Background: an optimization exercise with open tools, aiming at a short achievable clock period and few clock cycles. Do not read the settings as production practice.
In this exercise RTL edits were held to simulation tests only and were not proved equivalent to the original.
Power and IR drop assume default switching activity.

P:
==> module InstGetter, before the edit <==
module InstGetter(
    input clk,
    input rst,
    input [31:0] inst,
    input stall,
    input mis,
    input ex_mis,            
    input [31:0] mis_pc,
    input rst_s,             
    input li_v,              
    input [4:0] li_rd,
    input [9:0] li_idx,      
    output [9:0] idx,
    output [9:0] imem_idx,
    output bpred,            
    input lx_set,            
    input lx_next,           
    input [9:0] lx_pc,
    output jrp_v,            
    output [9:0] jrp
    );
    function [9:0] ks_add10(input [9:0] a, input [9:0] b);
        reg [9:0] g, p, g1, p1, g2, p2, g3, p3, g4;
        begin
            g = a & b;
            p = a ^ b;
            g1 = g | (p & {g[8:0], 1'b0});
            p1 = p & {p[8:0], 1'b0};
            g2 = g1 | (p1 & {g1[7:0], 2'b0});
            p2 = p1 & {p1[7:0], 2'b0};
            g3 = g2 | (p2 & {g2[5:0], 4'b0});
            p3 = p2 & {p2[5:0], 4'b0};
            g4 = g3 | (p3 & {g3[1:0], 8'b0});
            ks_add10 = p ^ {g4[8:0], 1'b0};
        end
    endfunction
    reg  [9:0] idx_r;
    reg  [9:0] idx_o;         
    assign idx = idx_r;
    assign imem_idx = idx_o;
    wire [5:0] op = inst[31:26];
    wire is_jal = op == 6'b000011;
    wire is_jr  = op == 6'b000000 && inst[5:0] == 6'b001000;
    wire is_ret = is_jr && inst[25:21] == 5'd31;
    wire li_hit = li_v && inst[25:21] == li_rd;
    reg  [9:0] ras0, ras1, ras2, ras3;
    wire [9:0] seq = idx + 10'd1;
    wire [9:0] tgt = ks_add10(seq, inst[9:0]);
    assign jrp_v = is_jr;
    assign jrp = li_hit ? li_idx : ras0;
    wire       ctl  = op[5:3] == 3'b000 && !(op[2] && op[1]);
    wire       jr_f = !op[0] && inst[5:0] == 6'b001000;
    reg        lx_v;
    reg  [9:0] lx_idx;
    wire       lx_hit = lx_v && idx == lx_idx;
    wire       br_t = !lx_hit && ((inst[25:21] == inst[20:16]) ^ op[0]);
    assign bpred = op[5:1] == 5'b00010 && br_t;
    wire       go   = !stall & !mis;
    wire       hold = stall & !mis;
    wire       go_o   = go & !rst_s;
    wire       hold_o = hold & !rst_s;
    wire       mis_o  = mis & !rst_s;
    wire       tk   = ctl && op[2] && br_t;
    wire [9:0] c_jr = jr_f ? jrp : seq;
    wire [9:0] oth  = (ctl && !op[2]) ? (op[1] ? inst[9:0] : c_jr) : seq;
    wire [9:0] rest   = ({10{mis}} & mis_pc[11:2]) | ({10{hold}} & idx) | ({10{go}} & oth);
    wire [9:0] rest_o = ({10{mis_o}} & mis_pc[11:2]) | ({10{hold_o}} & idx) | ({10{go_o}} & oth);
    reg        d_push, d_pop;     
    reg  [9:0] d_ret;
    wire [9:0] idx_nx = (go & tk) ? tgt : rest;
    always @(posedge clk)
        idx_o <= (go_o & tk) ? tgt : rest_o;
    always @(posedge clk or posedge rst)
        if (rst) begin
            idx_r <= 10'd0;
            {ras0, ras1, ras2, ras3} <= 40'b0;
            {d_push, d_pop} <= 2'b0;
            d_ret <= 10'd0;
            lx_v <= 1'b0;
            lx_idx <= 10'd0;
        end else begin
            idx_r <= idx_nx;
            if (lx_set) begin
                lx_v <= lx_next;
                lx_idx <= lx_pc;
            end
            if (!ex_mis && !stall) begin
                if (d_push) {ras0, ras1, ras2, ras3} <= {d_ret, ras0, ras1, ras2};
                else if (d_pop) {ras0, ras1, ras2, ras3} <= {ras1, ras2, ras3, 10'd0};
            end
            if (mis) begin
                {d_push, d_pop} <= 2'b0;
            end else if (!stall) begin
                d_push <= is_jal;
                d_pop <= is_ret;
                d_ret <= seq;
            end
        end
endmodule
export LEC_CHECK = 0
export ABC_CLOCK_PERIOD_IN_PS = 3000
export CAP_MARGIN = 20
export CORE_MARGIN = 2
export CORE_UTILIZATION = 40
export SETUP_SLACK_MARGIN = 5
export SLEW_MARGIN = 20
create_clock -name core_clock -period 11.0 [get_ports {clk}]
standard.sh (not shown) runs the stock make flow with config.mk's settings and CLKGATE_MAP_FILE= SYNTH_SCRIPT=/design/flow/synth_recipe.tcl, a recipe that flattens the netlist after the stock synthesis.
==> flow/flow/run.sh <==
#!/bin/bash
# Standard layout, with the resizer's setup repair aiming further below the
# clock period (same clock and constraints; only repair_timing's margin).
set -euo pipefail
bash standard.sh SETUP_SLACK_MARGIN=7.5 finish > standard_flow.log 2>&1
Testbench counts of P, summed over its fixed seeds: cycles 432,174.
Changes in Q relative to P:
diff --git a/flow/design.v b/flow/design.v
--- a/flow/design.v
+++ b/flow/design.v
@@ -289,19 +289,4 @@
     output [9:0] jrp
     );
-    function [9:0] ks_add10(input [9:0] a, input [9:0] b);
-        reg [9:0] g, p, g1, p1, g2, p2, g3, p3, g4;
-        begin
-            g = a & b;
-            p = a ^ b;
-            g1 = g | (p & {g[8:0], 1'b0});
-            p1 = p & {p[8:0], 1'b0};
-            g2 = g1 | (p1 & {g1[7:0], 2'b0});
-            p2 = p1 & {p1[7:0], 2'b0};
-            g3 = g2 | (p2 & {g2[5:0], 4'b0});
-            p3 = p2 & {p2[5:0], 4'b0};
-            g4 = g3 | (p3 & {g3[1:0], 8'b0});
-            ks_add10 = p ^ {g4[8:0], 1'b0};
-        end
-    endfunction
     reg  [9:0] idx_r;
     reg  [9:0] idx_o;         
@@ -315,5 +300,5 @@
     reg  [9:0] ras0, ras1, ras2, ras3;
     wire [9:0] seq = idx + 10'd1;
-    wire [9:0] tgt = ks_add10(seq, inst[9:0]);
+    wire [9:0] tgt = idx + inst[9:0] + 10'd1;
     assign jrp_v = is_jr;
     assign jrp = li_hit ? li_idx : ras0;
@@ -363,6 +348,7 @@
                 d_push <= is_jal;
                 d_pop <= is_ret;
-                d_ret <= seq;
             end
+            if (!stall)
+                d_ret <= seq;
         end
 endmodule
[summary]
Against P, Q comes in about 0.44% lower on HPWL after detailed placement. In the metrics for P and Q, the one carrying the lower clock latency on the worst-skew pair is Q. There was hardly any difference in met2 layer wire length in the routed design between Q and P. Summary — number of antenna violations at the first check in global routing, Q relative to P: lower, by 2. Of the two values seen for critical path launch point, imem_rdata[0] was produced by P and ft_w_r by Q. Q: power share of the combinational group higher than P. When Q is set beside P, its delay of the slowest critical-path stage turns out to be 0.44 ns larger. Delta (Q minus P): final clock period utilization by the worst path went down 1.0 points, count of clock-buffer cells in the layout went down 2, complex-gate fraction of the synthesized area went down 0.29 points, area share of and/or/nand/nor cells after synthesis went up 0.26 points, count of instances resized after the clock tree is built went up 13. Cmp P and Q / first-iteration DRC count / higher: Q.
Testbench counts of Q, summed over its fixed seeds: cycles 432,174.

Another version of the RTL of CPU (not shown whole).
Size in the first run: ~6100 cells after synthesis, roughly 160 I/O pins, about 0.083 mm^2 of cells after synthesis.
Settings: LEC_CHECK=0, ABC_CLOCK_PERIOD_IN_PS=3000, CAP_MARGIN=20, CORE_MARGIN=2, CORE_UTILIZATION=40, SETUP_SLACK_MARGIN=5, SLEW_MARGIN=20; clock period 11.0 ns.
Scripts as last shown in full above: flow/flow/run.sh
The baseline completed without violations.
Testbench counts at the start, summed over its fixed seeds: cycles 435,520.
Edit:
--- a/flow/design.v
+++ b/flow/design.v
@@ -11,38 +11,35 @@
     );
     wire        stall;         
     wire        ex_mis;        
     wire        id_mis;        
     wire        mis = ex_mis | id_mis;
     wire [31:0] mis_pc;        
     wire [9:0]  f_idx;
-    wire [9:0]  f_imem_idx;
     wire        f_jrp_v;
     wire [9:0]  f_jrp;
     wire [31:0] f_pc;          
     wire        li_v;
     wire [4:0]  li_rd;
     wire [9:0]  li_idx;
     InstGetter getter (
         .clk(clk),
         .rst(rst),
         .inst(imem_rdata),
         .stall(stall),
         .mis(mis),
         .mis_pc(mis_pc),
-        .rst_s(rst),
         .li_v(li_v),
         .li_rd(li_rd),
         .li_idx(li_idx),
         .idx(f_idx),
-        .imem_idx(f_imem_idx),
         .jrp_v(f_jrp_v),
         .jrp(f_jrp)
     );
-    assign imem_addr = {20'b0, f_imem_idx, 2'b00};
+    assign imem_addr = {20'b0, f_idx, 2'b00};
     reg         d_valid;
     reg  [31:0] d_ir;
     reg  [31:0] d_pc;
     reg  [31:0] d_boff;        
     reg         d_jrp_v;
     reg  [9:0]  d_jrp;
     reg  [31:0] r_pc;          
@@ -177,22 +174,22 @@
     assign mis_pc = !ex_mis ? id_alt : e_jr ? e_a : e_alt;
     reg  [31:0] m_addr, m_wdata;
     reg         m_we;
     always @(posedge clk or posedge rst)
         if (rst) begin
             m_wr <= 1'b0;
             m_load <= 1'b0;
+            m_we <= 1'b0;
             m_rd <= 5'b0;
         end else begin
             m_wr <= e_wr;
             m_load <= e_load;
+            m_we <= e_store;
             m_rd <= e_rd;
         end
-    always @(posedge clk)
-        m_we <= e_store;
     always @(posedge clk) begin
         m_res <= alu_f;
         m_addr <= alu_sum;
         m_wdata <= e_t;
     end
     assign dmem_addr = m_addr;
     assign dmem_wdata = m_wdata;
@@ -212,78 +209,66 @@
 module InstGetter(
     input clk,
     input rst,
     input [31:0] inst,
     input stall,
     input mis,
     input [31:0] mis_pc,
-    input rst_s,             
     input li_v,              
     input [4:0] li_rd,
     input [9:0] li_idx,      
     output [9:0] idx,
-    output [9:0] imem_idx,
     output jrp_v,            
     output [9:0] jrp
     );
     reg  [9:0] idx_r;
-    reg  [9:0] idx_o;         
     assign idx = idx_r;
-    assign imem_idx = idx_o;
     wire [5:0] op = inst[31:26];
+    wire is_j   = op[5:1] == 5'b00001;
     wire is_jal = op == 6'b000011;
+    wire is_br  = op[5:1] == 5'b00010;
+    wire br_tk  = is_br & ((inst[25:21] == inst[20:16]) ^ op[0]);
     wire is_jr  = op == 6'b000000 && inst[5:0] == 6'b001000;
     wire is_ret = is_jr && inst[25:21] == 5'd31;
-    wire li_hit = li_v && inst[25:21] == li_rd;
+    wire is_jli = is_jr && li_v && inst[25:21] == li_rd;
     reg  [9:0] ras0, ras1, ras2, ras3;      
     reg  [9:0] cr0, cr1, cr2, cr3;          
     wire [9:0] seq = idx + 10'd1;
     wire [9:0] tgt = seq + inst[9:0];
-    assign jrp_v = is_jr;
-    assign jrp = li_hit ? li_idx : ras0;
-    wire       ctl  = op[5:3] == 3'b000 && !(op[2] && op[1]);
-    wire       jr_f = !op[0] && inst[5:0] == 6'b001000;
-    wire       br_t = (inst[25:21] == inst[20:16]) ^ op[0];
-    wire [9:0] c_br = br_t ? tgt : seq;
-    wire [9:0] c_jr = jr_f ? jrp : seq;
-    wire [9:0] cand = op[2] ? c_br : op[1] ? inst[9:0] : c_jr;
-    wire [9:0] nxt  = ctl ? cand : seq;
-    wire       go   = !stall & !mis;
-    wire       hold = stall & !mis;
+    assign jrp_v = is_jli | is_ret;
+    assign jrp = is_jli ? li_idx : ras0;
+    wire [9:0] nxt = is_j ? inst[9:0] : br_tk ? tgt : jrp_v ? jrp : seq;
     reg        e_push, e_pop;
     reg  [9:0] e_ret;
     reg        d_push, d_pop;
     reg  [9:0] d_ret;
     wire [9:0] cn0 = e_push ? e_ret : e_pop ? cr1 : cr0;
     wire [9:0] cn1 = e_push ? cr0   : e_pop ? cr2 : cr1;
     wire [9:0] cn2 = e_push ? cr1   : e_pop ? cr3 : cr2;
     wire [9:0] cn3 = e_push ? cr2   : e_pop ? 10'd0 : cr3;
-    wire [9:0] idx_nx = ({10{mis}} & mis_pc[11:2]) | ({10{hold}} & idx) | ({10{go}} & nxt);
-    always @(posedge clk)
-        idx_o <= rst_s ? 10'd0 : idx_nx;
     always @(posedge clk or posedge rst)
         if (rst) begin
             idx_r <= 10'd0;
             {ras0, ras1, ras2, ras3} <= 40'b0;
             {cr0, cr1, cr2, cr3} <= 40'b0;
             {d_push, d_pop, e_push, e_pop} <= 4'b0;
             d_ret <= 10'd0;
             e_ret <= 10'd0;
         end else begin
-            idx_r <= idx_nx;
+            idx_r <= mis ? mis_pc[11:2] : stall ? idx : nxt;
             {cr0, cr1, cr2, cr3} <= {cn0, cn1, cn2, cn3};
             if (mis) begin
                 {ras0, ras1, ras2, ras3} <= {cn0, cn1, cn2, cn3};
                 {d_push, d_pop, e_push, e_pop} <= 4'b0;
             end else if (stall) begin
                 e_push <= 1'b0;
                 e_pop <= 1'b0;
             end else begin
-                if (d_push) {ras0, ras1, ras2, ras3} <= {d_ret, ras0, ras1, ras2};
-                else if (d_pop) {ras0, ras1, ras2, ras3} <= {ras1, ras2, ras3, 10'd0};
+                if (is_jal) {ras0, ras1, ras2, ras3} <= {seq, ras0, ras1, ras2};
+                else if (is_ret) {ras0, ras1, ras2, ras3} <= {ras1, ras2, ras3, 10'd0};
                 d_push <= is_jal;
                 d_pop <= is_ret;
                 d_ret <= seq;
                 e_push <= d_push;
                 e_pop <= d_pop;
                 e_ret <= d_ret;
             end
Critical path depth goes down by 1.
Routed wire length rises by a few percent.
Sequential share of layout area is lower by 0.14 points.
Design area barely changes.
Power is lower slightly.
Utilization barely changes.
Count of clock-buffer cells in the layout falls by 26.
Cell count is about the same.
Register-to-register slack gains 20 ps.
Testbench counts after the change, summed over its fixed seeds: cycles 435,520.

Another version of the RTL of CPU (not shown whole).
Size in the first run: ~160 I/O pins, roughly 0.082 mm^2 of cells after synthesis.
==> flow/design.v (excerpt) <==
module CPU(
    input clk,
    input rst,
    output [31:0] imem_addr,
    input  [31:0] imem_rdata,
    output [31:0] dmem_addr,
    output [31:0] dmem_wdata,
    output dmem_we,
    input  [31:0] dmem_rdata
    );
Settings: LEC_CHECK=0, ABC_CLOCK_PERIOD_IN_PS=3000, CAP_MARGIN=20, CORE_MARGIN=2, CORE_UTILIZATION=40, SETUP_SLACK_MARGIN=5, SLEW_MARGIN=20; clock period 11.0 ns.
Scripts as last shown in full above: flow/flow/run.sh
The baseline finished with timing, DRC and antenna clean.
Testbench counts at the start, summed over its fixed seeds: cycles 432,174.
Next try:
--- a/flow/design.v
+++ b/flow/design.v
@@ -49,16 +49,18 @@
     assign imem_addr = {20'b0, f_imem_idx, 2'b00};
     reg         d_valid;
     reg  [31:0] d_ir;
     reg  [31:0] d_pc;
     reg  [31:0] d_boff;        
     reg         d_jrp_v;
     reg  [9:0]  d_jrp;
     reg         d_bpred;       
+    reg  [31:0] d_rs_oh;       
+    reg  [31:0] d_rt_oh;
     reg  [31:0] r_pc;          
     always @(posedge clk or posedge rst)
         if (rst) begin
             d_valid <= 1'b0;
             r_pc <= 32'b0;
         end else begin
             if (mis)
                 d_valid <= 1'b0;
@@ -68,16 +70,18 @@
         end
     always @(posedge clk)
         if (!stall) begin
             d_ir    <= imem_rdata;
             d_pc    <= f_pc;
             d_boff  <= {{14{imem_rdata[15]}}, imem_rdata[15:0], 2'b00} + 32'd4;
             d_jrp_v <= f_jrp_v;
             d_bpred <= f_bpred;
+            d_rs_oh <= 32'd1 << imem_rdata[25:21];
+            d_rt_oh <= 32'd1 << imem_rdata[20:16];
             d_jrp   <= f_jrp;
         end
     wire [4:0]  rs = d_ir[25:21];
     wire [4:0]  rt = d_ir[20:16];
     wire        c_wr, c_load, c_store, c_br, c_bne, c_jr, c_j, c_link;
     wire        c_use_rs, c_use_rt, c_bimm, c_pred;
     wire [4:0]  c_rd;
     wire [31:0] c_imm;
@@ -95,27 +99,25 @@
     wire [31:0] pc4   = d_pc + 32'd4;
     wire [31:0] pcbr  = d_pc + d_boff;
     wire [31:0] pcjr  = {d_pc[31:12], d_jrp, 2'b00};
     wire [31:0] id_next = c_j ? {pc4[31:28], d_ir[25:0], 2'b00} :
                           (c_br & d_bpred) ? pcbr :
                           (c_jr & d_jrp_v) ? pcjr : pc4;
     wire [31:0] id_alt = d_bpred ? pc4 : pcbr;
     assign f_pc = d_valid ? id_next : r_pc;
-    reg         w_wr;
-    reg  [4:0]  w_rd;
     reg  [31:0] w_res;
+    reg  [31:1] w_en;          
     wire [31:0] rf_a, rf_b;
     RegHeap regs (
         .clk(clk),
         .rst(rst),
-        .WriteReg(w_wr),
-        .addrA(rs),
-        .addrB(rt),
-        .addrW(w_rd),
+        .selA(d_rs_oh),
+        .selB(d_rt_oh),
+        .wen(w_en),
         .dataW(w_res),
         .dataA(rf_a),
         .dataB(rf_b)
     );
     wire        fa_w, ft_w;
     wire [31:0] id_a = fa_w ? w_res : rf_a;
     wire [31:0] id_t = ft_w ? w_res : rf_b;
     reg         e_wr, e_load, e_store, e_br, e_bne, e_pred, e_jr, e_link, e_addi;
@@ -236,23 +238,23 @@
     always @(posedge clk) begin
         m_res <= alu_f;
         m_addr <= alu_sum;
         m_wdata <= e_t;
     end
     assign dmem_addr = m_addr;
     assign dmem_wdata = m_wdata;
     assign dmem_we = m_we;
+    integer wi;
     always @(posedge clk or posedge rst)
         if (rst) begin
-            w_wr <= 1'b0;
-            w_rd <= 5'b0;
+            w_en <= 31'b0;
         end else begin
-            w_wr <= m_wr;
-            w_rd <= m_rd;
+            for (wi = 1; wi < 32; wi = wi + 1)
+                w_en[wi] <= m_wr && m_rd == wi;
         end
     always @(posedge clk)
         w_res <= mem_v;
 endmodule
 `timescale 1ns / 1ps
 module InstGetter(
     input clk,
     input rst,
@@ -435,28 +437,35 @@
              | ({32{op[4]}} & (A ^ B))
              | ({32{op[5]}} & ~(A | B))
              | ({32{op[6]}} & {31'b0, lt})
              | ({32{op[7]}} & shl)
              | ({32{op[8]}} & link);
 endmodule
 `timescale 1ns / 1ps
 module RegHeap(
-    input [4:0] addrA,
-    input [4:0] addrB,
-    input [4:0] addrW,
+    input [31:0] selA,
+    input [31:0] selB,
+    input [31:1] wen,
     input [31:0] dataW,
-    input WriteReg,
     input clk,
     input rst,
-    output [31:0] dataA,
-    output [31:0] dataB
+    output reg [31:0] dataA,
+    output reg [31:0] dataB
     );
     reg [31:0] heap[31:1];
     reg [31:1] written;
-    assign dataA = (addrA == 5'd0 || !written[addrA]) ? 32'b0 : heap[addrA];
-    assign dataB = (addrB == 5'd0 || !written[addrB]) ? 32'b0 : heap[addrB];
+    integer k;
+    always @(*) begin
+        dataA = 32'b0;
+        dataB = 32'b0;
+        for (k = 1; k < 32; k = k + 1) begin
+            dataA = dataA | ({32{selA[k] & written[k]}} & heap[k]);
+            dataB = dataB | ({32{selB[k] & written[k]}} & heap[k]);
+        end
+    end
     always @(posedge clk or posedge rst)
         if (rst) written <= 31'b0;
-        else if (WriteReg && addrW != 5'd0) written[addrW] <= 1'b1;
+        else written <= written | wen;
     always @(posedge clk)
-        if (WriteReg && addrW != 5'd0) heap[addrW] <= dataW;
+        for (k = 1; k < 32; k = k + 1)
+            if (wen[k]) heap[k] <= dataW;
 endmodule
Result: Final area goes down by 3.9%. Die area goes down by 4.5%. Utilization goes up by 0.35 points. Area after synthesis goes down by about 4.6%. Wire length goes up by about 30%. Power goes up by 2.1%. Global-route usage goes up by 9.1 points. Clock skew goes down by 0.034 ns. Via count goes up by about 18%. Combinational power goes down by 10%. Worst setup slack degrades by 0.12 ns. Worst hold slack improves by 0.028 ns.
Testbench counts after the change, summed over its fixed seeds: cycles 432,174.

==> separate check: timing with driven ports <==
No port has a modelled driver above. Below, the same layouts with a new extraction and two added sets of constraints. Step 1 (the two cells are an assumption about what drives the block):
set clk [get_ports {clk}]
set_driving_cell -lib_cell sky130_fd_sc_hd__clkbuf_16 $clk
set_driving_cell -lib_cell sky130_fd_sc_hd__buf_2 [delete_from_list [all_inputs] $clk]
Step 2 moves the port delays by t, midway between the first and last clock arrival at a register: inputs arrive t later, outputs are due t later. That takes back most of the time a late clock gives input paths. a / b / c = ideal ports / drivers / drivers and shift; a / b = the first two.
| run | t, ns | slack for setup (ns) | clock arrival spread, ns |
|---|---|---|---|
| P | 0.955 | 7.242 / 7.292 / 6.337 | 0.066 / 0.066 |
| Q | 0.944 | 7.355 / 7.294 / 6.514 | 0.067 / 0.067 |
| the first run of note 2 | 0.916 | 7.235 / 7.242 / 6.356 | 0.069 / 0.069 |
| the second run of note 2 | 0.926 | 7.264 / 7.247 / 6.419 | 0.075 / 0.075 |
| the first run of note 3 | 0.913 | 7.427 / 7.348 / 6.586 | 0.080 / 0.080 |
| the second run of note 3 | 0.936 | 7.306 / 7.306 / 6.400 | 0.049 / 0.049 |
After both steps setup and hold are still met in every run listed. The setup slack of the second run of note 3, which loses most, moves by 0.000 ns with the drivers and by -0.906 ns with both steps.
